Source: an optimization exercise on an open RTL-to-GDS flow (aim: small area, a short achievable clock period and few clock cycles per item). Production flows keep margins and buffers that such runs may drop. RTL that was checked went through simulation tests only; none was proved equivalent to the original. Only the layout flow was run in run 7; the RTL was not checked for function there.

$ cat design/flow/flow/run.sh
#!/bin/bash
# Standard ORFS layout (the standard.sh, unchanged synthesis), with the
# timing repair after floorplan, CTS and global routing asked to leave a
# setup slack margin, so that it sizes and buffers the critical paths.
set -euo pipefail
bash standard.sh SETUP_SLACK_MARGIN=6.4 finish > standard.log 2>&1
$ cat design/flow/standard.sh
#!/bin/bash
# synth_recipe.tcl (not shown) runs the flow's synth.tcl, then flattens the netlist and writes it again
# the make line also repeats each setting of config.mk as NAME=value (left out here)
make -C /OpenROAD-flow-scripts/flow DESIGN_CONFIG=/design/flow/config.mk WORK_HOME=/design/flow/orfs CLKGATE_MAP_FILE= SYNTH_SCRIPT=/design/flow/synth_recipe.tcl "${@:-finish}"
$ cat design/flow/config.mk
export PLATFORM = sky130hd
export DESIGN_NAME = square_root_float
export DESIGN_NICKNAME = square_root_float
export VERILOG_FILES = /design/flow/design.v
export SDC_FILE = /design/flow/constraint.sdc
export NUM_CORES = 4
export LEC_CHECK = 0
export CAP_MARGIN = 50
export CORE_MARGIN = 2
export CORE_UTILIZATION = 40
export CTS_BUF_LIST = sky130_fd_sc_hd__clkbuf_8
export SLEW_MARGIN = 50
$ cat design/flow/constraint.sdc
create_clock -name core_clock -period 11.0 [get_ports {clk}]
set_input_delay 2.2000 -clock core_clock [delete_from_list [all_inputs] [get_ports {clk}]]
set_output_delay 2.2000 -clock core_clock [all_outputs]
set_load 0.01 [all_outputs]
$ cat design/flow/design.v
module adder #(
    parameter W = 25
) (
    input  [W - 1 : 0] a, b,
    input              cin,
    output [W - 1 : 0] s
);
    localparam L = $clog2(W);
    wire [W - 1 : 0] p0 = a ^ b;
    wire [W - 1 : 0] g  [0 : L];
    wire [W - 1 : 0] p  [0 : L];
    assign g[0] = {a[W - 1 : 1] & b[W - 1 : 1], (a[0] & b[0]) | (p0[0] & cin)};
    assign p[0] = p0;
    genvar l, i;
    generate
        for (l = 0; l < L; l = l + 1) begin : lvl
            for (i = 0; i < W; i = i + 1) begin : col
                if ((i >> l) % 2 == 1) begin : cmb
                    assign g[l + 1][i] = g[l][i] | (p[l][i] & g[l][((i >> l) << l) - 1]);
                    assign p[l + 1][i] = p[l][i] & p[l][((i >> l) << l) - 1];
                end else begin : thru
                    assign g[l + 1][i] = g[l][i];
                    assign p[l + 1][i] = p[l][i];
                end
            end
        end
    endgenerate
    assign s = p0 ^ {g[L][W - 2 : 0], cin};
endmodule
module square_root_float (
    input clk, rst,
    input start,
    input [31:0] u,
    output [31:0] out,
    output done, neg_flag
);
    reg        busy;
    reg  [4:0] cnt;          
    reg        hor;          
    reg        cpy;          
    reg  [3:0] s0, s1;       
    reg        xinv, xcin;   
    reg        fill;         
    reg [24:0] X;
    reg [24:0] Y;
    reg  [7:0] e_out;
    reg        sgn, spec;
    wire [7:0]  E = u[30:23];
    wire [22:0] M = u[22:0];
    wire        m_zero = (M == 23'd0);
    wire        zero = (E == 8'd0) & m_zero;
    wire        one  = E[0] & m_zero;
    wire [8:0]  e_sum = 9'd127 + {1'b0, E};
    always @(posedge clk) begin
        sgn   <= u[31];
        spec  <= zero | one;
        e_out <= zero ? 8'd0 : e_sum[8:1];
    end
    wire [4:0]  top_o = {2'b01, M[22:20]};
    wire [24:0] x_st = E[0] ? {top_o + 5'd2, M[19:0]} : {top_o + 5'd3, M[19:0]};
    wire [24:0] y_st = E[0] ? {top_o - 5'd2, M[19:0]} : {top_o - 5'd3, M[19:0]};
    wire signed [24:0] y_h  = {fill, Y[24:1]};
    wire        [24:0] x_h  = {1'b0, X[24:1]};
    wire        [27:0] y_e0 = {{3{fill}}, y_h};
    wire        [24:0] y_l1 = ({25{s0[0]}} & y_e0[24:0]) | ({25{s0[1]}} & y_e0[25:1]) |
                              ({25{s0[2]}} & y_e0[26:2]) | ({25{s0[3]}} & y_e0[27:3]);
    wire        [36:0] y_e1 = {{12{fill}}, y_l1};
    wire        [24:0] y_sh = ({25{s1[0]}} & y_e1[24:0]) | ({25{s1[1]}} & y_e1[28:4]) |
                              ({25{s1[2]}} & y_e1[32:8]) | ({25{s1[3]}} & y_e1[36:12]);
    wire        [27:0] x_e0 = {3'b000, x_h};
    wire        [24:0] x_l1 = ({25{s0[0]}} & x_e0[24:0]) | ({25{s0[1]}} & x_e0[25:1]) |
                              ({25{s0[2]}} & x_e0[26:2]) | ({25{s0[3]}} & x_e0[27:3]);
    wire        [36:0] x_e1 = {12'd0, x_l1};
    wire        [24:0] x_sh = ({25{s1[0]}} & x_e1[24:0]) | ({25{s1[1]}} & x_e1[28:4]) |
                              ({25{s1[2]}} & x_e1[32:8]) | ({25{s1[3]}} & x_e1[36:12]);
    wire [24:0] xadd, yadd;
    adder #(.W(25)) X_Adder (.a(X), .b(y_sh ^ {25{xinv}}), .cin(xcin), .s(xadd));
    adder #(.W(25)) Y_Adder (.a(Y), .b(x_sh ^ {25{xinv}}), .cin(xinv), .s(yadd));
    always @(posedge clk) begin
        if (!busy) begin
            X   <= x_st;
            Y   <= y_st;
        end else begin
            X   <= hor ? X : xadd;
            Y   <= cpy ? xadd : yadd;
        end
    end
    wire fin = (cnt == 5'd27) | ((cnt == 5'd1) & (sgn | spec));
    assign done     = busy & fin;
    assign neg_flag = sgn;
    assign out      = {sgn, e_out, Y[22:0] & {23{~spec}}};
    wire [4:0] cnt_i = cnt + 5'd1;
    wire [4:0] cnt_n = busy ? cnt_i : {3'd0, ~E[0], E[0]};
    wire       hor_n = busy & (cnt_i >= 5'd19);
    wire       cpy_n = busy & (cnt_i >= 5'd18);
    wire [3:0] sh_n  = busy ? sh_i : {3'd0, ~E[0]};
    wire       hinv_n = hinv_i;
    reg [3:0] sh_i;
    reg       hinv_i;
    always @(*) begin
        hinv_i = 1'b0;
        case (cnt_i)
            5'd1:  sh_i = 4'd0;    
            5'd2:  sh_i = 4'd1;
            5'd3:  sh_i = 4'd2;
            5'd4:  sh_i = 4'd3;
            5'd5:  sh_i = 4'd3;    
            5'd6:  sh_i = 4'd4;
            5'd7:  sh_i = 4'd5;
            5'd8:  sh_i = 4'd6;
            5'd9:  sh_i = 4'd7;
            5'd10: sh_i = 4'd8;
            5'd11: sh_i = 4'd9;
            5'd12: sh_i = 4'd10;
            5'd13: sh_i = 4'd11;
            5'd14: sh_i = 4'd12;
            5'd15: sh_i = 4'd12;   
            5'd16: sh_i = 4'd13;
            5'd17: sh_i = 4'd14;
            5'd18: sh_i = 4'd15;   
            5'd19: sh_i = 4'd3;    
            5'd20: begin sh_i = 4'd1; hinv_i = 1'b1; end   
            5'd21: begin sh_i = 4'd3; hinv_i = 1'b1; end   
            5'd22: sh_i = 4'd2;    
            5'd23: sh_i = 4'd1;    
            5'd24: begin sh_i = 4'd1; hinv_i = 1'b1; end   
            5'd25: begin sh_i = 4'd1; hinv_i = 1'b1; end   
            default: sh_i = 4'd1;  
        endcase
    end
    wire yneg_n = busy & yadd[24];
    always @(posedge clk) begin
        hor   <= hor_n;
        cpy   <= cpy_n;
        s0    <= 4'b0001 << sh_n[1:0];
        s1    <= 4'b0001 << sh_n[3:2];
        xinv  <= hor_n ? hinv_n : ~yneg_n;
        xcin  <= ~hor_n & ~yneg_n;
        fill  <= ~hor_n & yneg_n;
    end
    always @(posedge clk, posedge rst) begin
        if (rst) begin
            busy <= 1'b0;
            cnt  <= 5'd0;
        end else begin
            cnt <= cnt_n;
            if (!busy)
                busy <= start;
            else if (fin)
                busy <= 1'b0;
        end
    end
endmodule
==> results of run 1 <==
tightest hold or removal path, delay by kind of cell, from the launching register on:
kind,cells,cell delay (ps)
flip-flops,1,420
AND/OR/NAND/NOR,1,90
AO/OA/AOI/OAI,1,60
area by class of cell:
type                            count  area (µm²)
Sequential cell                    79        1870
Multi-Input combinational cell    778        5670
Clock buffer                       10         138
Inverter                           35         131
Timing Repair Buffer               80         776
Tap cell                          265         332
Fill cell                        2003       10400
Clock inverter                      6        67.6
final timing paths:
path / startpoint / endpoint / slack (ps) / depth (start not counted)
max: u[21] / e_out[3]$_SDFF_PP0_ / 6560 / 8
min: cnt[2]$_DFF_PP0_ / busy$_DFF_PP0_ / 610 / 2
max reg2reg: s0[3]$_SDFF_PN0_ / X[17]$_DFFE_PP_ / 6680 / 18
min reg2reg: cnt[2]$_DFF_PP0_ / busy$_DFF_PP0_ / 610 / 2
max in group asynchronous: rst / busy$_DFF_PP0_ / 8750 / 2
min in group asynchronous: rst / cnt[4]$_DFF_PP0_ / 2030 / 2
metal layers:
metal	global-route usage	wire length, µm
met2	0.359	10700
met3	0.0391	1740
met1	0.354	11700
met4	0.0613	404
met5	0	0
state kept, by name (all words and copies together), names as in the netlist, 4 cells and up:
register  flops
cnt           5
s1            4
Y            25
X            25
s0            4
e_out         8
cell usage in the layout (no fill, tap or decap), types with 4 or more instances in the layout:
cell type / synthesis / routed
nor3b_1: 5 / 5
a22o_1: 16 / 16
nor3_1: 12 / 12
nor2_1: 65 / 64
mux2_2: 17 / 17
and3_1: 4 / 4
a21o_1: 13 / 13
clkbuf_8: 0 / 10
mux2i_1: 9 / 9
inv_1: 34 / 34
nor4_1: 8 / 7
o211ai_1: 5 / 5
dfrtp_1: 6 / 5
dfxtp_1: 48 / 45
nand3_1: 8 / 8
xor2_1: 36 / 36
clkdlybuf4s50_1: 0 / 66
o21ai_0: 33 / 32
o21a_1: 10 / 10
fa_1: 11 / 11
nand2_1: 108 / 108
nor2b_1: 32 / 32
xnor2_1: 56 / 56
edfxtp_1: 25 / 25
a221oi_1: 20 / 20
a21oi_1: 47 / 47
buf_4: 1 / 10
a22oi_1: 115 / 115
nand2b_1: 5 / 5
ha_1: 65 / 65
a31oi_1: 10 / 10
o32a_1: 4 / 4
a222oi_1: 6 / 6
a211oi_1: 7 / 6
metrics by stage:
| stage | hold WS (ps) | instances | util | setup WS, ps |
|---|---|---|---|---|
| after detailed placement | 614 | 1237 | 0.452 | 6120 |
| after floorplan | 578 | 959 | - | 6820 |
| after global routing | 673 | 1253 | 0.463 | 6400 |
| final | 613 | 1253 | 0.463 | 6560 |
| after CTS | 635 | 1253 | 0.463 | 6440 |
| after global placement | 605 | 1237 | 0.451 | 6100 |
cells by family after synthesis:
logic type,after synthesis,synth area share
xor gates and xnor gates,92,0.102
DFF,79,0.236
adders and majority gates,76,0.131
AOI/OAI and AO/OA,318,0.291
muxes,26,0.0356
and+or+nand+nor,266,0.157
buffers and inverters,102,0.0489
==> Flow_metrics.wiki, run 1 <==
{| class="wikitable"
! Metric !! Value
|-
| Site row count || approximately 50
|-
| DPL Wire Length || between 15 and 20 mm
|-
| Total wirelength of the detailed-routed design || ~25 mm
|-
| Run status || complete, no violations
|-
| Count of pins over their slew limit || 0
|-
| Main flop type after synthesis || dfxtp_1
|-
| Residual DRC count || 0
|-
| Period utilization || 0.404
|-
| Setup repair after global routing missed its margin || false
|-
| Total negative slack || 0 ps
|-
| Critical Path Slowest Stage Cell || nor4b_1
|-
| Core Box Area || between 15000 and 20000 µm²
|-
| Setup violations, final || 0
|-
| Register area share after synthesis || 0.236
|-
| Die footprint || between 20000 and 25000 µm²
|-
| Async SR Flop Fraction || 0.0759
|-
| Bufs on Longest Clock Path || 2
|-
| Share of post-route cells with drive strength above 1 || 0.0628
|-
| Count of yosys warnings during synthesis || 2
|-
| Post-Syn Area per Cell || 8.24 µm²
|-
| Type of element launching the critical path || input pin
|-
| Biggest area contributors in the synthesized netlist || dfxtp_1 12%, a22oi_1 11%, ha_1 10%, edfxtp_1 9.5%, xnor2_1 6.2%
|-
| Global-route wire length before repair || about 38 mm
|-
| Top achievable clock speed || between 0.2 and 0.25 GHz
|-
| Count of distinct cell types in the synthesized netlist || 65
|-
| Cell class contributing the biggest share of worst-path delay || simple AND/OR/NAND/NOR gates
|-
| Via count of the first global-routing pass || between 6000 and 7000
|-
| Number of detailed-route iterations in the first pass || 7
|-
| Relative slew slack || 0.533
|-
| Actual transition at the worst max-transition pin || just under 700 ps
|-
| Maximum level of the CTS H-tree || 3
|-
| Clock tree skew after final layout || 18.6 ps
|-
| Routed wirelength normalized by instance count || just under 20 µm
|-
| Cells along the critical path || clkdlybuf4s50_1, inv_1, ha_1, nor4b_1, nand4_1, nor4_1, and2_1, nor2_1
|-
| Final number of hold-violating endpoints || 0
|-
| Area Overhead vs Synth || 13.6%
|-
| Buf/Inv on CP || 2
|-
| Initial core utilization || 0.408
|-
| Fin nets || around 1100
|-
| Pin count of the biggest net entering global routing || ~70
|-
| Post-DR vias/cell || roughly 5.9
|-
| Post-synthesis register bit count || just under 80
|-
| Syn Nets || 1070
|-
| Top-area cell type share of the netlist area || 0.122
|-
| CTS Root Buffer Type || clkbuf_8
|-
| Synth cell count leaders || 115 x a22oi_1, 108 x nand2_1, 65 x ha_1, 65 x nor2_1, 56 x xnor2_1
|-
| Worst endpoint data arrival time || 4700 ps
|-
| Critical path fanouts, max || 7
|-
| Design Area, Final || about 9000 µm²
|-
| Worst setup path category || input pin to flip-flop
|-
| Via total after detailed routing || approximately 7400
|-
| Clock tree from TritonCTS || done
|-
| Violation count after the first detailed-route iteration || 940
|-
| Instance count of the mapped netlist || approximately 960
|-
| CTS sink cnt || around 80
|-
| Total routing resource utilization after global routing || 0.239
|-
| Area after DPL || 8770 µm²
|-
| GP Congestion || a little under 0.9
|-
| Vertical die dimension || 145 µm
|-
| Clock input transition at the sequential cells of the worst setup and hold paths || about 80 ps
|-
| PostCTS Resize Cnt || 0
|-
| Number of placed I/O pins || between 60 and 70
|-
| Total setup buffers inserted after CTS || 0
|-
| Number of buffers added on ports || slightly below 70
|-
| Worst stage delay on the critical path || about 550 ps
|-
| Crit path time final || 4440 ps
|-
| Number of antenna violations at the first check in global routing || 0
|-
| Die span in x || between 100 and 150 µm
|-
| Post-synth EDFFs || 25
|-
| Antenna diode count || 0
|-
| Max cap viols || 0
|-
| Antenna-violating nets left || 0
|-
| Later-pin clock latency in the skew report || roughly 380 ps
|-
| Most instantiated library cell after synthesis || a22oi_1
|-
| Largest area contributor in the synthesized netlist || dfxtp_1
|-
| Syn Std Cell Area || 7910 µm²
|-
| Worst setup EP type || flip-flop
|-
| Total grt overflow || 0
|-
| Required time of the worst setup path || 11260 ps
|-
| Clock buffer count from CTS || 9
|-
| Class of the tightest hold or removal check || flip-flop to flip-flop
|-
| CTS hold repair buffers || 0
|}
Testbench counts, summed over its fixed seeds: cycles 43,995, items 1,600.
==> inputs of run 2 (changes only) <==
==> design/flow/flow/run.sh (replaced) <==
#!/bin/bash
# Standard ORFS layout (the standard.sh, unchanged synthesis), with the
# timing repair after floorplan, CTS and global routing asked to leave a
# setup slack margin, so that it sizes and buffers the critical paths.
set -euo pipefail
bash standard.sh SETUP_SLACK_MARGIN=7.0 finish > standard.log 2>&1
==> run 2 against run 1 <==
Compared with the run above: non-clock buffer count grew 34; design area grew 7.8%; global-route usage grew 0.34 points; area after synthesis is the same; worst setup slack gained 500 ps; sequential share of layout area shrank 1.4 points; synthesized cell count is the same; highest routed layer unchanged; largest cell class unchanged; count of clock-buffer cells in the layout shrank 1; sequential cell count is the same.
==> Flow_metrics.wiki, run 2 <==
{| class="wikitable"
! Metric !! Value
|-
| Post-synth EDFFs || 25
|-
| Routed wirelength normalized by instance count || 20.2 µm
|-
| Top-area cell type share of the netlist area || 0.122
|-
| Final number of hold-violating endpoints || 0
|-
| Max cap viols || 0
|-
| Fraction of synthesized cell area in xor and xnor cells || 0.102
|-
| Top achievable clock speed || between 0.2 and 0.3 GHz
|-
| Commonest non-fill, non-tap cells in the layout || 99 x a22oi_1, 96 x nand2_1, 66 x clkdlybuf4s50_1
|-
| CTS sink cnt || between 70 and 80
|-
| Required time of the worst setup path || between 10000 and 15000 ps
|-
| Total wirelength of the detailed-routed design || 26.0 mm
|-
| Site row count || 51
|-
| Initial core utilization || 0.408
|-
| Worst setup path category || flip-flop to flip-flop
|-
| Antenna diode count || 0
|-
| Post-DR vias/cell || slightly above 6
|-
| Startpoint of the tightest hold check path || cnt[0]$_DFF_PP0_
|-
| Design Area, Final || between 9000 and 10000 µm²
|-
| Area Overhead vs Synth || 22.5%
|-
| Pin count of the biggest net entering global routing || 68
|-
| Area after DPL || 8770 µm²
|-
| Violation count after the first detailed-route iteration || between 900 and 1000
|-
| Number of antenna violations at the first check in global routing || 0
|-
| Global-route wire length before repair || 38.9 mm
|-
| Synth Area in Simple Gates || 0.157
|-
| Total routing resource utilization after global routing || 0.243
|-
| Setup repair after global routing missed its margin || true
|-
| Type of element launching the critical path || flip-flop
|-
| Setup WS post-layout || just over 7000 ps
|-
| Number of detailed-route iterations in the first pass || 7
|-
| Largest area contributor in the synthesized netlist || dfxtp_1
|-
| Worst R2R Setup Slack || between 7000 and 8000 ps
|-
| Largest family of logic cells by synthesized area || compound AO/OA/AOI/OAI gates
|-
| CTS Root Buffer Type || clkbuf_8
|-
| Biggest area contributors in the synthesized netlist || dfxtp_1 12%, a22oi_1 11%, ha_1 10%, edfxtp_1 9.5%, xnor2_1 6.2%
|-
| Clock input transition at the sequential cells of the worst setup and hold paths || 90 ps
|-
| Clock tree from TritonCTS || done
|-
| Mux share of post-synthesis cell area || 0.0356
|-
| Actual transition at the worst max-transition pin || between 700 and 800 ps
|-
| Total grt overflow || 0
|-
| Class of the tightest hold or removal check || flip-flop to flip-flop
|-
| Maximum level of the CTS H-tree || 3
|-
| Count of cells along the worst register-to-register path || 17
|-
| Period utilization || 0.359
|-
| Main flop type after synthesis || dfxtp_1
|-
| Post-synthesis register bit count || 79
|-
| RR Endpoint || X[24]$_DFFE_PP_
|-
| Syn Nets || between 1000 and 1500
|-
| Synthesized-area fraction occupied by adder cells || 0.131
|-
| Register area share after synthesis || 0.236
|-
| Post-Syn Area per Cell || 8.24 µm²
|-
| Complex-gate fraction of the synthesized area || 0.291
|-
| Setup violations, final || 0
|-
| Cells on Worst Hold Path || 1
|-
| Later-pin clock latency in the skew report || ~380 ps
|-
| Crit path time final || slightly below 4000 ps
|-
| Hold endpoint || cnt[0]$_DFF_PP0_
|-
| DPL Wire Length || between 15 and 20 mm
|-
| Fin nets || approximately 1100
|-
| Worst slack after detailed placement || approximately 6000 ps
|-
| Syn Std Cell Area || about 7900 µm²
|-
| Via total after detailed routing || between 7000 and 8000
|-
| Top Registers || X (25), Y (25), e_out (8)
|-
| Bufs on Longest Clock Path || 2
|-
| Antenna-violating nets left || 0
|-
| Synth cell count leaders || 115 x a22oi_1, 108 x nand2_1, 65 x ha_1, 65 x nor2_1, 56 x xnor2_1
|-
| Die footprint || approximately 21000 µm²
|-
| GP Congestion || ~0.87
|-
| Die span in x || around 140 µm
|-
| Final-layout worst hold slack || 544 ps
|-
| Via count of the first global-routing pass || roughly 6900
|-
| Relative slew slack || 0.528
|-
| Instance count of the mapped netlist || about 960
|-
| Most instantiated library cell after synthesis || a22oi_1
|-
| Count of yosys warnings during synthesis || 2
|-
| Run status || complete, no violations
|-
| Clock tree skew after final layout || 12.4 ps
|-
| Vertical die dimension || ~140 µm
|-
| Number of buffers added on ports || around 70
|-
| Number of placed I/O pins || ~70
|-
| Share of post-route cells with drive strength above 1 || 0.165
|-
| Async SR Flop Fraction || 0.0759
|-
| Clock buffer count from CTS || 9
|-
| Worst endpoint data arrival time || roughly 4000 ps
|-
| Core Box Area || approximately 19000 µm²
|-
| Worst setup EP type || flip-flop
|-
| Count of pins over their slew limit || 0
|-
| Most common library cell in the layout ignoring fill and taps || a22oi_1
|-
| Residual DRC count || 0
|-
| Critical path fanouts, max || 8
|-
| Total negative slack || 0 ps
|-
| Reg2Reg Launch Point || s0[0]$_SDFF_PP0_
|-
| Count of distinct cell types in the synthesized netlist || 65
|}
run 2: cell type report:
class	count	area [µm²]
Timing Repair Buffer	114	1150
Tap cell	265	332
Sequential cell	79	1880
Fill cell	1927	9710
Clock inverter	7	72.6
Clock buffer	9	124
Multi-Input combinational cell	778	6000
Inverter	35	131
run 2: cells by family (layout without fill, tap and decap cells):
group                    Yosys count  in the layout
multiplexers                      26             26
AO/OA/AOI/OAI                    318            318
AND/OR/NAND/NOR                  266            266
adder cells (fa/ha/maj)           76             76
flip-flops                        79             79
XOR/XNOR                          92             92
buffers and inverters            102            165
run 2: critical path, cell delays in order (launching register included):
cell      delay [ps]
dfxtp_4          430
buf_4            170
a22oi_2          150
nand2_2          100
a22oi_1          200
nand2_1          110
xor2_2           160
fa_2             350
inv_1             80
fa_1             210
nand2b_4         140
a21oi_2           60
o31a_1           360
o211ai_1         340
a21oi_2          120
o32a_1           350
mux2i_1          160
a31o_1           220
run 2: timing repair:
action                     CTS  global route
pin swaps                    7            44
gates resized for setup     28            71
cloned                       1             1
setup endpoints to repair   28            29
hold buffers                 0             0
buffers inserted            10            23
run 2: through the flow:
stage          utilization  cells
2_1_floorplan            -    959
3_3_place_gp         0.451   1236
3_5_place_dp         0.452   1236
4_1_cts              0.474   1263
5_1_grt              0.499   1287
6_report             0.499   1287
run 2: worst max path at each step:
stage | start | slack [ps] | endpoint
final | s0[0]$_SDFF_PP0_ | 7060 | X[24]$_DFFE_PP_
after global routing | s0[2]$_SDFF_PN0_ | 6900 | X[24]$_DFFE_PP_
after CTS | s0[1]$_SDFF_PP0_ | 7000 | Y[23]$_DFF_P_
after detailed placement | u[21] | 6180 | e_out[4]$_SDFF_PP0_
after global placement | u[18] | 6130 | e_out[4]$_SDFF_PP0_
after floorplan | s0[2]$_SDFF_PN0_ | 7010 | X[17]$_DFFE_PP_
run 2: routing by layer:
metal / global-route usage / part of all wire / up-vias
met5: 0 / 0 / -
met4: 0.0542 / 0.020 / 0
met3: 0.0483 / 0.092 / 37
met2: 0.367 / 0.44 / 360
met1: 0.355 / 0.45 / 3690
li1: - / - / 3675
==> inputs of run 3 (changes only) <==
==> design/flow/flow/run.sh (replaced) <==
#!/bin/bash
# Standard ORFS layout (the standard.sh, unchanged synthesis), with the
# timing repair after floorplan, CTS and global routing asked to leave a
# setup slack margin, so that it sizes and buffers the critical paths.
set -euo pipefail
bash standard.sh SETUP_SLACK_MARGIN=6.7 finish > standard.log 2>&1
--- a/design/flow/config.mk
+++ b/design/flow/config.mk
@@ -9,4 +9,6 @@
 export CORE_MARGIN = 2
 export CORE_UTILIZATION = 40
 export CTS_BUF_LIST = sky130_fd_sc_hd__clkbuf_8
+export CTS_CLUSTER_DIAMETER = 150
+export CTS_CLUSTER_SIZE = 40
 export SLEW_MARGIN = 50
==> run 3 against run 2 <==
Compared with the run above: critical path type unchanged; synthesized cell count unchanged; sequential share of layout area up 1.2 points; count of clock-buffer cells in the layout up 1; worst hold slack better by 71 ps; final cell count down 2.4%; maximum frequency down 3.9%; first-iteration DRC count down 3.6%; worst setup slack worse by 160 ps; still clean; clock skew up 5.2 ps.
==> Flow_metrics.wiki, run 3 <==
{| class="wikitable"
! Metric !! Value
|-
| Total grt overflow || 0
|-
| Cells along the critical path || buf_6, a22oi_1, nand2_2, a22o_1, a221oi_2, xnor2_1, ha_1, and4_1, a221o_1, a221oi_4, a21oi_2, o32a_1, mux2i_1, a31o_1
|-
| Top achievable clock speed || between 0.2 and 0.25 GHz
|-
| Biggest area contributors in the synthesized netlist || dfxtp_1 12%, a22oi_1 11%, ha_1 10%, edfxtp_1 9.5%, xnor2_1 6.2%
|-
| Syn Std Cell Area || 7910 µm²
|-
| Total routing resource utilization after global routing || 0.239
|-
| Async SR Flop Fraction || 0.0759
|-
| Worst R2R Setup Slack || 6900 ps
|-
| Routed wirelength normalized by instance count || slightly below 20 µm
|-
| Vertical die dimension || about 140 µm
|-
| Clock buffer count from CTS || 9
|-
| Worst setup path category || flip-flop to flip-flop
|-
| Clock tree skew after final layout || about 18 ps
|-
| Final number of hold-violating endpoints || 0
|-
| CTS hold repair buffers || 0
|-
| Class of the tightest hold or removal check || flip-flop to flip-flop
|-
| Commonest non-fill, non-tap cells in the layout || 112 x a22oi_1, 105 x nand2_1, 66 x clkdlybuf4s50_1
|-
| GP Congestion || just under 0.9
|-
| Register area share after synthesis || 0.236
|-
| Reg2Reg Launch Point || s0[2]$_SDFF_PN0_
|-
| Total negative slack || 0 ps
|-
| Cell class contributing the biggest share of worst-path delay || compound AO/OA/AOI/OAI gates
|-
| Count of yosys warnings during synthesis || 2
|-
| Worst endpoint data arrival time || 4240 ps
|-
| Period utilization || 0.373
|-
| Later-pin clock latency in the skew report || between 300 and 400 ps
|-
| Top Registers || X (25), Y (25), e_out (8)
|-
| Number of antenna violations at the first check in global routing || 0
|-
| Origin of the worst setup path || s0[2]$_SDFF_PN0_
|-
| Count of cells along the worst register-to-register path || 14
|-
| Antenna-violating nets left || 0
|-
| DPL Wire Length || 18.1 mm
|-
| Share of post-route cells with drive strength above 1 || 0.0797
|-
| Number of detailed-route iterations in the first pass || 7
|-
| Post-synthesis register bit count || 79
|-
| Residual DRC count || 0
|-
| Antenna diode count || 0
|-
| Setup repair after global routing missed its margin || true
|-
| Critical path fanouts, max || 46
|-
| Largest area contributor in the synthesized netlist || dfxtp_1
|-
| Worst stage delay on the critical path || ~400 ps
|-
| Setup violations, final || 0
|-
| Clock input transition at the sequential cells of the worst setup and hold paths || about 80 ps
|-
| Instance count of the mapped netlist || between 900 and 1000
|-
| Startpoint of the tightest hold check path || cnt[2]$_DFF_PP0_
|-
| Cells on Worst Hold Path || 2
|-
| Global-route wire length before repair || 38.3 mm
|-
| Count of pins over their slew limit || 0
|-
| Type of element launching the critical path || flip-flop
|-
| Cell Count, Final, Fillers Out || 1256
|-
| Die footprint || 20900 µm²
|-
| CTS sink cnt || 79
|-
| Area Overhead vs Synth || 15.0%
|-
| Post-Syn Area per Cell || approximately 8 µm²
|-
| Actual transition at the worst max-transition pin || 688 ps
|-
| Post-synth EDFFs || 25
|-
| Die span in x || 145 µm
|-
| Maximum level of the CTS H-tree || 3
|-
| Crit path time final || just over 4000 ps
|-
| Initial core utilization || 0.408
|-
| Required time of the worst setup path || between 10000 and 15000 ps
|-
| Synth cell count leaders || 115 x a22oi_1, 108 x nand2_1, 65 x ha_1, 65 x nor2_1, 56 x xnor2_1
|-
| Worst setup EP type || flip-flop
|-
| Fin nets || approximately 1100
|-
| Top-area cell type share of the netlist area || 0.122
|-
| Pin count of the biggest net entering global routing || 68
|-
| Post-DR vias/cell || about 6.0
|-
| Most common library cell in the layout ignoring fill and taps || a22oi_1
|-
| CTS Root Buffer Type || clkbuf_8
|-
| Core Box Area || approximately 19000 µm²
|-
| Relative slew slack || 0.537
|-
| Critical Path Slowest Stage Cell || o32a_1
|-
| Bufs on Longest Clock Path || 2
|-
| RR Endpoint || X[24]$_DFFE_PP_
|-
| Most instantiated library cell after synthesis || a22oi_1
|-
| Count of distinct cell types in the synthesized netlist || 65
|-
| Syn Nets || approximately 1100
|-
| Via total after detailed routing || approximately 7500
|-
| Violation count after the first detailed-route iteration || ~900
|-
| Run status || complete, no violations
|-
| Clock tree from TritonCTS || done
|-
| Buf/Inv on CP || 1
|-
| Number of placed I/O pins || 69
|-
| Number of buffers added on ports || around 70
|-
| Max cap viols || 0
|-
| Site row count || approximately 50
|-
| Via count of the first global-routing pass || between 6000 and 7000
|-
| Total wirelength of the detailed-routed design || ~25 mm
|-
| Main flop type after synthesis || dfxtp_1
|-
| Hold endpoint || busy$_DFF_PP0_
|-
| Number of cells in the design after placement || between 1000 and 1500
|}
-- run 3: changes by cell type in the layout (fill, tap and decap cells not counted), moves of 4 or more --
cell | previous run | this run
nand2_1 | 96 | 105
a221oi_2 | 10 | 2
buf_4 | 36 | 9
nand2_2 | 12 | 3
a22oi_1 | 99 | 112
fa_1 | 7 | 11
fa_2 | 4 | 0
buf_12 | 5 | 0
a22oi_2 | 16 | 3
a221oi_1 | 10 | 18
-- run 3: repair_timing --
item,CTS,global route
gates resized for setup,5,17
endpoints found under the hold margin,0,0
pin swaps,0,5
endpoints found under the setup margin,9,24
setup buffers,0,3
-- run 3: metrics by stage --
step	hold WS [ps]	setup WS [ps]	area [µm²]	utilization
after floorplan	578	6820	7910	-
after global placement	605	6100	8760	0.451
after detailed placement	614	6120	8770	0.452
after CTS	622	6730	8990	0.464
after global routing	671	6690	9090	0.469
final	615	6900	9090	0.469
-- run 3: layer usage --
layer	global-route usage	up-vias	wire, µm
met3	0.0401	20	1700
met2	0.360	302	10900
met4	0.0613	0	409
met5	0	-	0
met1	0.354	3581	12000
li1	-	3615	-
-- run 3: how the worst max path moves through the flow --
stage          slack [ps]  cells past startpoint             endpoint
5_1_grt              6690                     16      X[17]$_DFFE_PP_
2_1_floorplan        6820                     20      X[17]$_DFFE_PP_
3_3_place_gp         6100                      8  e_out[3]$_SDFF_PP0_
3_5_place_dp         6120                      8  e_out[2]$_SDFF_PP0_
4_1_cts              6730                     18      X[17]$_DFFE_PP_
6_report             6900                     14      X[24]$_DFFE_PP_
-- run 3: kinds of logic (layout without fill, tap and decap cells) --
family                     Yosys count  count (layout)  share of synthesized area
buffers and inverters              102             134                     0.0489
xor gates and xnor gates            92              92                      0.102
DFF                                 79              79                      0.236
muxes                               26              26                     0.0356
AOI/OAI and AO/OA                  318             318                      0.291
adders and majority gates           76              76                      0.131
and+or+nand+nor                    266             266                      0.157
-- run 3: final cells by class --
| class | instances | area (µm²) |
|---|---|---|
| Fill cell | 2002 | 10300 |
| Multi-Input combinational cell | 778 | 5730 |
| Sequential cell | 79 | 1870 |
| Timing Repair Buffer | 83 | 826 |
| Tap cell | 265 | 332 |
| Clock buffer | 10 | 138 |
| Inverter | 35 | 131 |
| Clock inverter | 6 | 67.6 |
-- run 3: worst reg2reg max path: stages (launching register included) --
cell and delay [ps]:
dfxtp_1 320, buf_6 210, a22oi_1 280, nand2_2 150, a22o_1 260, a221oi_2 240, xnor2_1 120, ha_1 370
and4_1 270, a221o_1 400, a221oi_4 320, a21oi_2 110, o32a_1 410, mux2i_1 160, a31o_1 240
==> inputs of run 4 (changes only) <==
--- a/design/flow/config.mk
+++ b/design/flow/config.mk
@@ -5,10 +5,9 @@
 export SDC_FILE = /design/flow/constraint.sdc
 export NUM_CORES = 4
 export LEC_CHECK = 0
+export ABC_AREA = 1
 export CAP_MARGIN = 50
 export CORE_MARGIN = 2
 export CORE_UTILIZATION = 40
 export CTS_BUF_LIST = sky130_fd_sc_hd__clkbuf_8
-export CTS_CLUSTER_DIAMETER = 150
-export CTS_CLUSTER_SIZE = 40
 export SLEW_MARGIN = 50
==> run 4 against run 3 <==
Compared with the run above: synthesized cell count rose by 31%; worst setup slack improved by 35 ps; design area rose by 4.4%; routed wire length rose by 15%; clock skew barely moved; maximum frequency rose by 0.87%; count of clock-buffer cells in the layout fell by 1; critical path type is now flip-flop to output pin; sequential share of layout area fell by 0.75 points; still clean; first-iteration DRC count fell by 8.5%; via count rose by 15%; area after synthesis rose by 4.2%.
==> Flow_metrics.wiki, run 4 <==
{| class="wikitable"
! Metric !! Value
|-
| Total wirelength of the detailed-routed design || 28.6 mm
|-
| Area of combinational cells with multiple inputs || 5450 µm²
|-
| Total grt overflow || 0
|-
| Top Registers || X (25), Y (25), e_out (8)
|-
| Initial core utilization || 0.407
|-
| Vertical die dimension || ~150 µm
|-
| Cell Count, Final, Fillers Out || between 1500 and 2000
|-
| Maximum level of the CTS H-tree || 3
|-
| Worst slack after detailed placement || ~6400 ps
|-
| CTS Root Buffer Type || clkbuf_8
|-
| Max cap viols || 0
|-
| Worst setup EP type || output pin
|-
| Count of yosys warnings during synthesis || 2
|-
| Most instantiated library cell after synthesis || nand2_1
|-
| Relative slew slack || 0.520
|-
| Total routing resource utilization after global routing || 0.261
|-
| Class of the tightest hold or removal check || flip-flop to flip-flop
|-
| Actual transition at the worst max-transition pin || 720 ps
|-
| Pin count of the biggest net entering global routing || between 40 and 50
|-
| Site row count || 52
|-
| Count of distinct cell types in the synthesized netlist || 53
|-
| Fin nets || 1412
|-
| Reg2Reg Launch Point || s0[2]$_SDFF_PN0_
|-
| Setup WS post-layout || a little under 7000 ps
|-
| CTS sink cnt || 79
|-
| Die footprint || roughly 22000 µm²
|-
| Commonest non-fill, non-tap cells in the layout || 284 x nand2_1, 178 x inv_1, 134 x nor2_1
|-
| Crit path time final || just over 4000 ps
|-
| Final number of hold-violating endpoints || 0
|-
| Worst endpoint data arrival time || 1870 ps
|-
| Main flop type after synthesis || dfxtp_1
|-
| Critical path fanouts, max || 5
|-
| CTS hold repair buffers || 0
|-
| Total negative slack || 0 ps
|-
| Number of detailed-route iterations in the first pass || 6
|-
| Syn Nets || between 1000 and 1500
|-
| Violation count after the first detailed-route iteration || approximately 810
|-
| Top-area cell type share of the netlist area || 0.129
|-
| Clock tree from TritonCTS || done
|-
| Clock input transition at the sequential cells of the worst setup and hold paths || about 80 ps
|-
| Routed wirelength normalized by instance count || roughly 18 µm
|-
| Type of element launching the critical path || flip-flop
|-
| Required time of the worst setup path || roughly 8800 ps
|-
| DPL Wire Length || roughly 22 mm
|-
| Async SR Flop Fraction || 0.0759
|-
| Number of cells in the design after placement || ~1600
|-
| Register area share after synthesis || 0.226
|-
| Post-synthesis register bit count || between 70 and 80
|-
| Number of placed I/O pins || 69
|-
| Instance count of the mapped netlist || between 1000 and 1500
|-
| Core Box Area || a little over 20000 µm²
|-
| Syn Std Cell Area || ~8200 µm²
|-
| Worst setup path category || flip-flop to output pin
|-
| Area taken by flip-flops and latches || roughly 1900 µm²
|-
| Clock buffer count from CTS || 9
|-
| Antenna-violating nets left || 0
|-
| Count of pins over their slew limit || 0
|-
| Synth cell count leaders || 284 x nand2_1, 179 x inv_1, 134 x nor2_1
|-
| Number of buffers added on ports || a little under 70
|-
| Period utilization || 0.370
|-
| Largest area contributor in the synthesized netlist || nand2_1
|-
| Bufs on Longest Clock Path || 2
|-
| Area Overhead vs Synth || 15.2%
|-
| Run status || complete, no violations
|-
| Post-Syn Area per Cell || 6.55 µm²
|-
| Origin of the worst setup path || cnt[1]$_DFF_PP0_
|-
| Post-DR vias/cell || between 5 and 6
|-
| Via total after detailed routing || a little under 9000
|-
| Clock tree skew after final layout || 17.9 ps
|-
| Top achievable clock speed || 0.246 GHz
|-
| Share of post-route cells with drive strength above 1 || 0.0459
|-
| Number of antenna violations at the first check in global routing || 1
|-
| Startpoint of the tightest hold check path || cnt[0]$_DFF_PP0_
|-
| Setup repair after global routing missed its margin || false
|-
| Most common library cell in the layout ignoring fill and taps || nand2_1
|-
| GP Congestion || roughly 0.95
|-
| Post-synth EDFFs || 25
|-
| # fillers || about 2100
|-
| Final-layout worst hold slack || slightly below 600 ps
|-
| Later-pin clock latency in the skew report || roughly 380 ps
|-
| Antenna diode count || 0
|-
| Die span in x || between 100 and 150 µm
|-
| Via count of the first global-routing pass || 7982
|-
| Global-route wire length before repair || between 40 and 50 mm
|-
| Setup violations, final || 0
|-
| Biggest area contributors in the synthesized netlist || nand2_1 13%, dfxtp_1 12%, ha_1 9.9%, edfxtp_1 9.1%, inv_1 8.2%
|-
| Residual DRC count || 0
|}
[run 4: changes by cell type in the layout (fill, tap and decap cells not counted), sizes merged, moves of 18 or more]
cell    change
a21oi      +44
nor2       +70
nor2b      -32
inv       +145
nand3      +62
a221oi     -18
nand2     +180
xnor2      -47
a22oi     -107
o21ai      +24
xor2       +20
o22ai      +71
[run 4: path summary, 6_finish.rpt]
check,endpoint,slack [ps],cells past startpoint
max reg2reg,X[17]$_DFFE_PP_,7020,22
max in group asynchronous,busy$_DFF_PP0_,8750,2
max,done,6930,5
min reg2reg,cnt[0]$_DFF_PP0_,580,1
min,cnt[0]$_DFF_PP0_,580,1
min in group asynchronous,busy$_DFF_PP0_,2030,2
[run 4: layout make-up]
cell class | count | share of cell area
clock inverters | 7 | 0.0120
repair inverters | 1 | 0.000791
clock buffers | 9 | 0.0131
repair buffers | 83 | 0.0891
inverters | 184 | 0.0767
flip-flops and latches | 79 | 0.198
multi-input cells | 943 | 0.575
well taps | 270 | 0.0356
[run 4: stage by stage]
stage,utilization,instance area (µm²)
2_1_floorplan,-,8240
3_3_place_gp,0.448,9070
3_5_place_dp,0.449,9080
4_1_cts,0.463,9370
5_1_grt,0.469,9490
6_report,0.469,9490
[run 4: per-layer routing]
| layer | wire length (µm) | global-route usage | up-vias |
|---|---|---|---|
| li1 | - | - | 4254 |
| met1 | 13400 | 0.374 | 4026 |
| met2 | 12300 | 0.396 | 330 |
| met3 | 2440 | 0.0509 | 36 |
| met4 | 486 | 0.0813 | 2 |
| met5 | 13 | 0 | - |
[run 4: critical path: stages (launching register included)]
cell,delay [ps]
dfrtp_1,440
inv_1,130
ha_1,220
a31oi_1,120
a2111oi_2,280
dlygate4sd2_1,310
[run 4: repair_timing]
| item | 4_1_cts | 5_1_grt |
|---|---|---|
| pin swaps | 0 | 1 |
| setup endpoints to repair | 6 | 10 |
| buffers inserted | 2 | 1 |
| gates resized for setup | 13 | 22 |
| gates cloned | 1 | 1 |
[run 4: cells by family after synthesis]
group | share of synthesized area
AOI/OAI and AO/OA | 0.206
xor gates and xnor gates | 0.0709
adders and majority gates | 0.125
buffers and inverters | 0.115
DFF | 0.226
and+or+nand+nor | 0.256
==> inputs of run 5 (changes only) <==
--- a/design/flow/config.mk
+++ b/design/flow/config.mk
@@ -5,7 +5,6 @@
 export SDC_FILE = /design/flow/constraint.sdc
 export NUM_CORES = 4
 export LEC_CHECK = 0
-export ABC_AREA = 1
 export CAP_MARGIN = 50
 export CORE_MARGIN = 2
 export CORE_UTILIZATION = 40
==> run 5 against run 4 <==
Compared with the run above: area after synthesis is 4.0% lower; via count fell by 13%; routed wire length decreased by 13%; final cell count shrank 20%; worst hold slack better by 31 ps; critical path type is now flip-flop to flip-flop; highest routed layer is now met4; register-to-register slack got worse by 120 ps.
==> Flow_metrics.wiki, run 5 <==
{| class="wikitable"
! Metric !! Value
|-
| Run status || complete, no violations
|-
| Main flop type after synthesis || dfxtp_1
|-
| Die footprint || ~21000 µm²
|-
| Syn Nets || ~1100
|-
| DPL Wire Length || between 15 and 20 mm
|-
| Required time of the worst setup path || about 11000 ps
|-
| Count of pins over their slew limit || 0
|-
| Relative slew slack || 0.537
|-
| Share of post-route cells with drive strength above 1 || 0.0797
|-
| Number of antenna violations at the first check in global routing || 0
|-
| Post-DR vias/cell || 5.99
|-
| Number of detailed-route iterations in the first pass || 7
|-
| Async SR Flop Fraction || 0.0759
|-
| Count of yosys warnings during synthesis || 2
|-
| Residual DRC count || 0
|-
| Vertical die dimension || 145 µm
|-
| Crit path time final || between 4000 and 5000 ps
|-
| Pin count of the biggest net entering global routing || 68
|-
| Via count of the first global-routing pass || about 6900
|-
| Antenna-violating nets left || 0
|-
| Setup violations, final || 0
|-
| Top-area cell type share of the netlist area || 0.122
|-
| Bufs on Longest Clock Path || 2
|-
| Top Registers || X (25), Y (25), e_out (8)
|-
| Clock input transition at the sequential cells of the worst setup and hold paths || about 80 ps
|-
| Global-route track usage on met2 || 0.360
|-
| Count of distinct cell types in the synthesized netlist || 65
|-
| Utilization after layout || 0.469
|-
| Synth cell count leaders || 115 x a22oi_1, 108 x nand2_1, 65 x ha_1, 65 x nor2_1, 56 x xnor2_1
|-
| # fillers || between 2000 and 2500
|-
| CTS Root Buffer Type || clkbuf_8
|-
| Number of placed I/O pins || between 60 and 70
|-
| Initial core utilization || 0.408
|-
| Worst slack after detailed placement || roughly 6100 ps
|-
| Area Overhead vs Synth || 15.0%
|-
| Setup WS post-layout || 6900 ps
|-
| Biggest area contributors in the synthesized netlist || dfxtp_1 12%, a22oi_1 11%, ha_1 10%, edfxtp_1 9.5%, xnor2_1 6.2%
|-
| Largest area contributor in the synthesized netlist || dfxtp_1
|-
| Core Box Area || ~19000 µm²
|-
| Worst setup path category || flip-flop to flip-flop
|-
| Top achievable clock speed || roughly 0.24 GHz
|-
| Met1 track demand over resource in global routing || 0.354
|-
| Worst endpoint data arrival time || approximately 4200 ps
|-
| Later-pin clock latency in the skew report || around 380 ps
|-
| Commonest non-fill, non-tap cells in the layout || 112 x a22oi_1, 105 x nand2_1, 66 x clkdlybuf4s50_1
|-
| Most common library cell in the layout ignoring fill and taps || a22oi_1
|-
| Most instantiated library cell after synthesis || a22oi_1
|-
| Fin nets || 1097
|-
| Site row count || 51
|-
| Max cap viols || 0
|-
| Total negative slack || 0 ps
|-
| Type of element launching the critical path || flip-flop
|-
| Number of cells in the design after placement || between 1000 and 1500
|-
| Clock buffer count from CTS || 9
|-
| Maximum level of the CTS H-tree || 3
|-
| Antenna diode count || 0
|-
| Die span in x || approximately 140 µm
|-
| Class of the tightest hold or removal check || flip-flop to flip-flop
|-
| Post-synthesis register bit count || around 80
|-
| Post-synth EDFFs || 25
|-
| Number of buffers added on ports || a little under 70
|-
| Final-layout worst hold slack || just over 600 ps
|-
| CTS hold repair buffers || 0
|-
| Clock tree from TritonCTS || done
|-
| Cell Count, Final, Fillers Out || ~1300
|-
| Final number of hold-violating endpoints || 0
|-
| Setup repair after global routing missed its margin || true
|-
| Worst R2R Setup Slack || about 6900 ps
|-
| GP Congestion || approximately 0.89
|-
| Total routing resource utilization after global routing || 0.239
|-
| Post-Syn Area per Cell || 8.24 µm²
|-
| Register area share after synthesis || 0.236
|-
| Violation count after the first detailed-route iteration || 881
|-
| Worst setup EP type || flip-flop
|-
| CTS sink cnt || 79
|-
| Period utilization || 0.373
|-
| Syn Std Cell Area || 7910 µm²
|-
| Global-route wire length before repair || 38.3 mm
|-
| Instance count of the mapped netlist || between 900 and 1000
|-
| Total grt overflow || 0
|-
| Actual transition at the worst max-transition pin || 688 ps
|-
| Via total after detailed routing || between 7000 and 8000
|-
| Clock tree skew after final layout || between 15 and 20 ps
|-
| Global-route track usage on met3 || 0.0401
|-
| Total wirelength of the detailed-routed design || 25.0 mm
|-
| Critical path fanouts, max || 46
|-
| Routed wirelength normalized by instance count || between 15 and 20 µm
|-
| Most used routing layer || met2
|}
==> run 5: cell count changes in the layout (fill, tap and decap cells not counted), sizes merged, moves of 44 or more <==
cell,change
nand2,-180
inv,-145
nand3,-62
o22ai,-71
xnor2,+47
nor2,-70
a22oi,+107
a21oi,-44
==> run 5: cell families (layout without fill, tap and decap cells) <==
group           count (synthesis)  after routing  share of synthesized area
fa+ha+maj                      76             76                      0.131
compound gates                318            318                      0.291
buf+inv                       102            134                     0.0489
simple gates                  266            266                      0.157
flops                          79             79                      0.236
xor+xnor                       92             92                      0.102
mux                            26             26                     0.0356
==> run 5: routing by layer <==
metal  vias to the layer above  share of wire  wire (µm)
li1                       3615              -          -
met1                      3581           0.48      12000
met2                       302           0.44      10900
met3                        20          0.068       1700
met4                         0          0.016        409
met5                         -              0          0
==> run 5: cell type report <==
class | instances | area, µm² | area share
clock buffer | 10 | 138 | 0.0151
sequential | 79 | 1870 | 0.206
clock inverter | 6 | 67.6 | 0.00743
multi-input combinational | 778 | 5730 | 0.630
inverter | 35 | 131 | 0.0144
timing repair buffer | 83 | 826 | 0.0908
tap | 265 | 332 | 0.0365
==> run 5: worst paths after layout <==
| path | cells after the start | end | startpoint |
|---|---|---|---|
| worst min-delay path | 2 | busy$_DFF_PP0_ | cnt[2]$_DFF_PP0_ |
| min in group asynchronous | 2 | cnt[4]$_DFF_PP0_ | rst |
| max in group asynchronous | 2 | busy$_DFF_PP0_ | rst |
| worst max register to register | 14 | X[24]$_DFFE_PP_ | s0[2]$_SDFF_PN0_ |
| worst min register to register | 2 | busy$_DFF_PP0_ | cnt[2]$_DFF_PP0_ |
| worst max-delay path | 14 | X[24]$_DFFE_PP_ | s0[2]$_SDFF_PN0_ |
==> run 5: repair_timing <==
item	CTS	global route
endpoints found under the setup margin	9	24
pin swaps	0	5
hold endpoints to repair	0	0
resized for setup	5	17
setup buffers	0	3
==> run 5: critical path, cell delays in order (launching register included) <==
cell      delay [ps]
dfxtp_1          320
buf_6            210
a22oi_1          260
nand2_2          150
a22o_1           260
a221oi_2         240
xnor2_1          120
ha_1             370
and4_1           270
a221o_1          400
a221oi_4         320
a21oi_2          110
o32a_1           410
mux2i_1          160
a31o_1           240
==> run 5: through the flow <==
| step | area (µm²) |
|---|---|
| global placement | 8760 |
| finish | 9090 |
| floorplan | 7910 |
| CTS | 8990 |
| detailed placement | 8770 |
| global route | 9090 |
==> inputs of run 6 (changes only) <==
--- a/design/flow/config.mk
+++ b/design/flow/config.mk
@@ -9,4 +9,5 @@
 export CORE_MARGIN = 2
 export CORE_UTILIZATION = 40
 export CTS_BUF_LIST = sky130_fd_sc_hd__clkbuf_8
+export PLACE_DENSITY = 0.8
 export SLEW_MARGIN = 50
==> run 6 against run 5 <==
Compared with the run above: sequential cell count unchanged; final cell count barely moved; critical path type is now input pin to flip-flop; critical endpoint is now e_out[6]$_SDFF_PP0_.
==> Flow_metrics.wiki, run 6 <==
{| class="wikitable"
! Metric !! Value
|-
| CTS sink cnt || 79
|-
| Via total after detailed routing || 7619
|-
| Residual DRC count || 0
|-
| Number of cells in the design after placement || approximately 1200
|-
| Post-synth EDFFs || 25
|-
| Syn Std Cell Area || a little under 8000 µm²
|-
| Clock tree from TritonCTS || done
|-
| Maximum level of the CTS H-tree || 3
|-
| Biggest area contributors in the synthesized netlist || dfxtp_1 12%, a22oi_1 11%, ha_1 10%, edfxtp_1 9.5%, xnor2_1 6.2%
|-
| Type of element launching the critical path || input pin
|-
| Setup violations, final || 0
|-
| Number of buffers added on ports || 68
|-
| Clock buffer count from CTS || 9
|-
| Antenna diode count || 0
|-
| Cell Count, Final, Fillers Out || 1255
|-
| Top Registers || X (25), Y (25), e_out (8)
|-
| Max cap viols || 0
|-
| Utilization after layout || 0.470
|-
| Share of post-route cells with drive strength above 1 || 0.0768
|-
| Final number of hold-violating endpoints || 0
|-
| GP Congestion || approximately 0.96
|-
| Run status || complete, no violations
|-
| Via count of the first global-routing pass || approximately 7200
|-
| Critical path fanouts, max || 7
|-
| Worst setup path category || input pin to flip-flop
|-
| Total negative slack || 0 ps
|-
| Area Overhead vs Synth || 15.4%
|-
| Register area share after synthesis || 0.236
|-
| Fin nets || ~1100
|-
| Syn Nets || 1070
|-
| Period utilization || 0.381
|-
| Largest area contributor in the synthesized netlist || dfxtp_1
|-
| Post-DR vias/cell || approximately 6
|-
| Synth cell count leaders || 115 x a22oi_1, 108 x nand2_1, 65 x ha_1, 65 x nor2_1, 56 x xnor2_1
|-
| Critical Path Slowest Stage Cell || clkdlybuf4s50_1
|-
| Routed wirelength normalized by instance count || 19.0 µm
|-
| Violation count after the first detailed-route iteration || 953
|-
| Global-route wire length before repair || roughly 37 mm
|-
| CTS hold repair buffers || 0
|-
| Count of distinct cell types in the synthesized netlist || 65
|-
| DPL Wire Length || 17.4 mm
|-
| Total routing resource utilization after global routing || 0.226
|-
| Pin count of the biggest net entering global routing || 68
|-
| # fillers || 1891
|-
| Site row count || a little over 50
|-
| Total grt overflow || 0
|-
| Antenna-violating nets left || 0
|-
| Die span in x || between 100 and 150 µm
|-
| Relative slew slack || 0.504
|-
| Post-synthesis register bit count || 79
|-
| Core Box Area || a little under 20000 µm²
|-
| Bufs on Longest Clock Path || 2
|-
| Setup repair after global routing missed its margin || true
|-
| Cells along the critical path || clkdlybuf4s50_1, inv_1, ha_1, nor4b_2, nand4_1, nor4_2, and2_2, nor2_1
|-
| Number of detailed-route iterations in the first pass || 7
|-
| Required time of the worst setup path || approximately 11000 ps
|-
| Total wirelength of the detailed-routed design || ~24 mm
|-
| Initial core utilization || 0.408
|-
| Actual transition at the worst max-transition pin || about 740 ps
|-
| Vertical die dimension || around 140 µm
|-
| Commonest non-fill, non-tap cells in the layout || 114 x a22oi_1, 107 x nand2_1, 66 x clkdlybuf4s50_1
|-
| Async SR Flop Fraction || 0.0759
|-
| Worst setup EP type || flip-flop
|-
| Most common library cell in the layout ignoring fill and taps || a22oi_1
|-
| Die footprint || roughly 21000 µm²
|-
| Worst stage delay on the critical path || about 510 ps
|-
| Top-area cell type share of the netlist area || 0.122
|-
| Crit path time final || around 4200 ps
|-
| Number of placed I/O pins || between 60 and 70
|-
| Worst endpoint data arrival time || approximately 4400 ps
|-
| Clock input transition at the sequential cells of the worst setup and hold paths || about 80 ps
|-
| Count of pins over their slew limit || 0
|-
| Later-pin clock latency in the skew report || approximately 360 ps
|-
| CTS Root Buffer Type || clkbuf_8
|-
| Post-Syn Area per Cell || approximately 8.2 µm²
|-
| Instance count of the mapped netlist || 959
|-
| Clock tree skew after final layout || roughly 14 ps
|-
| Final-layout worst hold slack || between 600 and 700 ps
|-
| Number of antenna violations at the first check in global routing || 0
|-
| Top achievable clock speed || 0.239 GHz
|-
| Class of the tightest hold or removal check || flip-flop to flip-flop
|-
| Count of yosys warnings during synthesis || 2
|-
| Main flop type after synthesis || dfxtp_1
|-
| Most instantiated library cell after synthesis || a22oi_1
|}
==> run 6: cell types whose count changed in the layout (fill, tap and decap cells not counted), moves of 2 or more <==
| cell | change |
|---|---|
| a22oi_1 | +2 |
| a22oi_2 | -2 |
| buf_12 | +2 |
| buf_6 | -2 |
| bufinv_16 | +2 |
| clkinvlp_4 | -2 |
| dfxtp_2 | +2 |
| nand2_1 | +2 |
| nand2_2 | -2 |
==> run 6: cells by family after synthesis <==
logic type	count (synthesis)	synth area share
compound gates	318	0.291
simple gates	266	0.157
buf+inv	102	0.0489
xor+xnor	92	0.102
flops	79	0.236
fa+ha+maj	76	0.131
mux	26	0.0356
==> run 6: final timing paths <==
check / from / cells after the start / end / slack (ps)
setup / recovery: u[21] / 8 / e_out[6]$_SDFF_PP0_ / 6810
hold / removal: cnt[0]$_DFF_PP0_ / 1 / cnt[0]$_DFF_PP0_ / 650
setup reg to reg: s0[0]$_SDFF_PP0_ / 18 / X[17]$_DFFE_PP_ / 6840
hold reg to reg: cnt[0]$_DFF_PP0_ / 1 / cnt[0]$_DFF_PP0_ / 650
max in group asynchronous: rst / 2 / busy$_DFF_PP0_ / 8720
min in group asynchronous: rst / 2 / busy$_DFF_PP0_ / 2060
==> run 6: worst max-delay path, delay by kind of cell <==
kind	cells	cell delay, ps
and+or+nand+nor	5	1310
buffers and inverters	2	700
adders and majority gates	1	220
==> run 6: metrics by stage <==
step | setup slack [ps] | instance area [µm²]
2_1_floorplan | 6820 | 7910
3_3_place_gp | 5990 | 8730
5_1_grt | 6670 | 9120
4_1_cts | 6710 | 9020
3_5_place_dp | 6050 | 8760
6_report | 6810 | 9120
==> run 6: metal layers <==
metal	track usage	wire (µm)
met2	0.360	10700
met4	0.0797	701
met3	0.0510	2450
met1	0.300	9910
met5	0	0
==> run 6: repair_timing <==
action | 4_1_cts | 5_1_grt
hold endpoints to repair | 0 | 0
setup buffers | 1 | 4
pin swaps | 1 | 8
gates resized for setup | 5 | 20
endpoints found under the setup margin | 9 | 27
==> run 6: layout make-up <==
class | count | area, µm² | share of cell area
multi-input cells | 778 | 5730 | 0.629
flip-flops and latches | 79 | 1870 | 0.205
repair buffers | 82 | 820 | 0.0899
well taps | 265 | 332 | 0.0364
inverters | 35 | 131 | 0.0144
clock buffers | 9 | 124 | 0.0136
clock inverters | 7 | 113 | 0.0123
==> inputs of run 7 (changes only) <==
--- a/design/flow/design.v
+++ b/design/flow/design.v
@@ -81,7 +81,8 @@
             X   <= x_st;
             Y   <= y_st;
         end else begin
-            X   <= hor ? X : xadd;
+            X[23:0] <= hor ? X[23:0] : xadd[23:0];
+            X[24]   <= 1'b0;
             Y   <= cpy ? xadd : yadd;
         end
     end
--- a/design/flow/config.mk
+++ b/design/flow/config.mk
@@ -9,5 +9,4 @@
 export CORE_MARGIN = 2
 export CORE_UTILIZATION = 40
 export CTS_BUF_LIST = sky130_fd_sc_hd__clkbuf_8
-export PLACE_DENSITY = 0.8
 export SLEW_MARGIN = 50
==> run 7 against run 6 <==
Compared with the run above: die area fell by 0.68%; count of clock-buffer cells in the layout is the same; critical path depth increased by 6; global-route usage rose by 2.3 points; critical path type is now flip-flop to flip-flop.
==> Flow_metrics.wiki, run 7 <==
{| class="wikitable"
! Metric !! Value
|-
| Run status || complete, no violations
|-
| Cells along the critical path || buf_8, a22oi_1, nand2_1, a22o_1, a221oi_1, xnor2_1, ha_1, a211oi_1, nor2_1, a211oi_2, o22ai_2, o211a_1, or3_1, a31o_2
|-
| Async SR Flop Fraction || 0.0759
|-
| Number of placed I/O pins || between 60 and 70
|-
| Final number of hold-violating endpoints || 0
|-
| Register area share after synthesis || 0.236
|-
| Number of detailed-route iterations in the first pass || 6
|-
| Clock tree skew after final layout || approximately 14 ps
|-
| Residual DRC count || 0
|-
| Instance count of the mapped netlist || roughly 950
|-
| Post-synthesis register bit count || 79
|-
| Largest area contributor in the synthesized netlist || dfxtp_1
|-
| Count of distinct cell types in the synthesized netlist || 67
|-
| Design Area, Final || slightly above 9000 µm²
|-
| Antenna-violating nets left || 0
|-
| Biggest area contributors in the synthesized netlist || dfxtp_1 12%, a22oi_1 11%, ha_1 10%, edfxtp_1 9.2%, xnor2_1 6.1%
|-
| Site row count || between 50 and 60
|-
| CTS sink cnt || between 70 and 80
|-
| Type of element launching the critical path || flip-flop
|-
| Worst endpoint data arrival time || 4440 ps
|-
| Antenna diode count || 0
|-
| M1 wire length || roughly 12 mm
|-
| Worst slack after detailed placement || approximately 6300 ps
|-
| Total routing resource utilization after global routing || 0.249
|-
| Worst stage delay on the critical path || between 400 and 500 ps
|-
| Most instantiated library cell after synthesis || a22oi_1
|-
| Period utilization || 0.379
|-
| GP Congestion || 0.908
|-
| Total grt overflow || 0
|-
| Global-route wire length before repair || slightly below 40 mm
|-
| Violation count after the first detailed-route iteration || 858
|-
| Count of pins over their slew limit || 0
|-
| Wire length on met3 || 1.98 mm
|-
| Maximum level of the CTS H-tree || 3
|-
| Via count of the first global-routing pass || slightly below 7000
|-
| Class of the tightest hold or removal check || flip-flop to flip-flop
|-
| Clock input transition at the sequential cells of the worst setup and hold paths || ~100 ps
|-
| Most common library cell in the layout ignoring fill and taps || a22oi_1
|-
| Max cap viols || 0
|-
| Number of antenna violations at the first check in global routing || 0
|-
| Critical Path Slowest Stage Cell || or3_1
|-
| Syn Std Cell Area || slightly below 8000 µm²
|-
| Final-layout worst hold slack || 588 ps
|-
| Worst setup path category || flip-flop to flip-flop
|-
| Setup WS post-layout || 6840 ps
|-
| Actual transition at the worst max-transition pin || roughly 650 ps
|-
| Utilization after layout || 0.469
|-
| Post-DR vias/cell || approximately 6
|-
| Count of yosys warnings during synthesis || 2
|-
| Initial core utilization || 0.406
|-
| Later-pin clock latency in the skew report || roughly 380 ps
|-
| Syn Nets || roughly 1100
|-
| CTS Root Buffer Type || clkbuf_8
|-
| Top-area cell type share of the netlist area || 0.125
|-
| Number of buffers added on ports || between 60 and 70
|-
| DPL Wire Length || 18.9 mm
|-
| Core Box Area || ~19000 µm²
|-
| Setup violations, final || 0
|-
| Via total after detailed routing || 7466
|-
| Share of post-route cells with drive strength above 1 || 0.0834
|-
| Area Overhead vs Synth || 15.5%
|-
| Setup repair after global routing missed its margin || true
|-
| Top Registers || X (25), Y (25), e_out (8)
|-
| Vertical die dimension || around 140 µm
|-
| Cell Count, Final, Fillers Out || between 1000 and 1500
|-
| Critical path fanouts, max || between 50 and 60
|-
| Worst setup EP type || flip-flop
|-
| Post-Syn Area per Cell || ~8.3 µm²
|-
| Commonest non-fill, non-tap cells in the layout || 118 x a22oi_1, 105 x nand2_1, 66 x clkdlybuf4s50_1
|-
| Total wirelength of the detailed-routed design || about 25 mm
|-
| Fin nets || 1089
|-
| Crit path time final || around 4200 ps
|-
| Clock tree from TritonCTS || done
|-
| Die footprint || between 20000 and 25000 µm²
|-
| Pin count of the biggest net entering global routing || 53
|-
| Area after DPL || approximately 8700 µm²
|-
| Routed wirelength normalized by instance count || slightly above 20 µm
|-
| Main flop type after synthesis || dfxtp_1
|-
| Top achievable clock speed || 0.240 GHz
|-
| Post-synth EDFFs || 24
|-
| Uppermost signal routing layer after detailed routing || met4
|-
| Clock buffer count from CTS || 9
|-
| Worst R2R Setup Slack || between 6000 and 7000 ps
|-
| Synth cell count leaders || 118 x a22oi_1, 105 x nand2_1, 66 x nor2_1
|-
| Die span in x || around 140 µm
|-
| Relative slew slack || 0.554
|-
| Number of cells in the design after placement || between 1000 and 1500
|-
| Required time of the worst setup path || 11280 ps
|-
| Total met2 wirelength after detailed routing || between 10 and 15 mm
|-
| Total negative slack || 0 ps
|-
| Bufs on Longest Clock Path || 2
|}
-- run 7: final timing paths --
| path | startpoint | endpoint | cells after the start |
|---|---|---|---|
| max in group asynchronous | rst | cnt[0]$_DFF_PP0_ | 2 |
| worst min register to register | cnt[0]$_DFF_PP0_ | cnt[0]$_DFF_PP0_ | 1 |
| worst min-delay path | cnt[0]$_DFF_PP0_ | cnt[0]$_DFF_PP0_ | 1 |
| min in group asynchronous | rst | cnt[1]$_DFF_PP0_ | 2 |
| worst max register to register | s0[0]$_SDFF_PP0_ | xcin$_DFF_P_ | 14 |
| worst max-delay path | s0[0]$_SDFF_PP0_ | xcin$_DFF_P_ | 14 |
-- run 7: area by class of cell --
| cell class | count | area (µm²) |
|---|---|---|
| tap | 265 | 332 |
| inverter | 33 | 124 |
| clock inverter | 7 | 83.8 |
| fill | 1896 | 10300 |
| sequential | 79 | 1860 |
| timing repair buffer | 84 | 822 |
| clock buffer | 9 | 124 |
| multi-input combinational | 771 | 5720 |
-- run 7: cell families after synthesis --
group	share of synthesized area
compound gates	0.294
xor+xnor	0.104
fa+ha+maj	0.132
buf+inv	0.0473
flops	0.236
mux	0.0344
simple gates	0.153
-- run 7: layer usage --
layer  vias to the layer above  global-route usage
met4                         0              0.0702
met5                         -                   0
met3                        30              0.0421
met1                      3526               0.376
li1                       3576                   -
met2                       334               0.361
-- run 7: repair_timing --
| action | 4_1_cts | 5_1_grt |
|---|---|---|
| hold buffers | 0 | 0 |
| setup buffers | 1 | 2 |
| cloned | 0 | 0 |
| pin swaps | 1 | 6 |
| endpoints found under the setup margin | 10 | 19 |
| gates resized for setup | 7 | 20 |
-- run 7: worst max-delay path: cells and delay by family (launching register included) --
kind / cells / cell delay [ps]
and+or+nand+nor: 3 / 820
DFF: 1 / 330
adders and majority gates: 1 / 230
xor gates and xnor gates: 1 / 190
AOI/OAI and AO/OA: 8 / 2250
buffers and inverters: 1 / 200

==> port drivers added, routing unchanged <==
In the flow no input, the clock included, has a driving cell. The finished layouts below were timed again as built, in two steps.
Step 1 sets driving cells, clkbuf_16 on the clock port and buf_2 on the other inputs (assumed; they add their load-dependent delay and slew).
Step 2, shift: input delay + t, output delay - t, t = (earliest + latest rising clock arrival at the registers) / 2. This alone moves slack from input paths to output paths.
a / b / c = ideal ports / drivers / drivers and shift; a / b = the first two.
run	t (ns)	setup WS [ns]	worst hold slack (ns)	worst register clock-pin slew, ns	pins driven straight from the clock port
run 1	0.414	6.561 / 6.579 / 6.164	0.613 / 0.613 / 0.613	0.09 / 0.09	1
run 2	0.407	7.056 / 7.052 / 6.675	0.544 / 0.544 / 0.544	0.10 / 0.10	1
run 3	0.414	6.896 / 6.886 / 6.523	0.615 / 0.615 / 0.615	0.09 / 0.09	1
run 4	0.415	6.932 / 6.892 / 6.545	0.584 / 0.584 / 0.584	0.10 / 0.10	1
run 5	0.414	6.896 / 6.886 / 6.523	0.615 / 0.615 / 0.615	0.09 / 0.09	1
run 6	0.390	6.811 / 6.819 / 6.433	0.654 / 0.654 / 0.654	0.09 / 0.09	1
run 7	0.418	6.836 / 6.836 / 6.478	0.588 / 0.588 / 0.588	0.10 / 0.10	1
After both steps setup and hold are still met in every run listed. For run 1, which loses most, drivers alone change the setup slack by +0.018 ns; drivers and shift together by -0.397 ns.
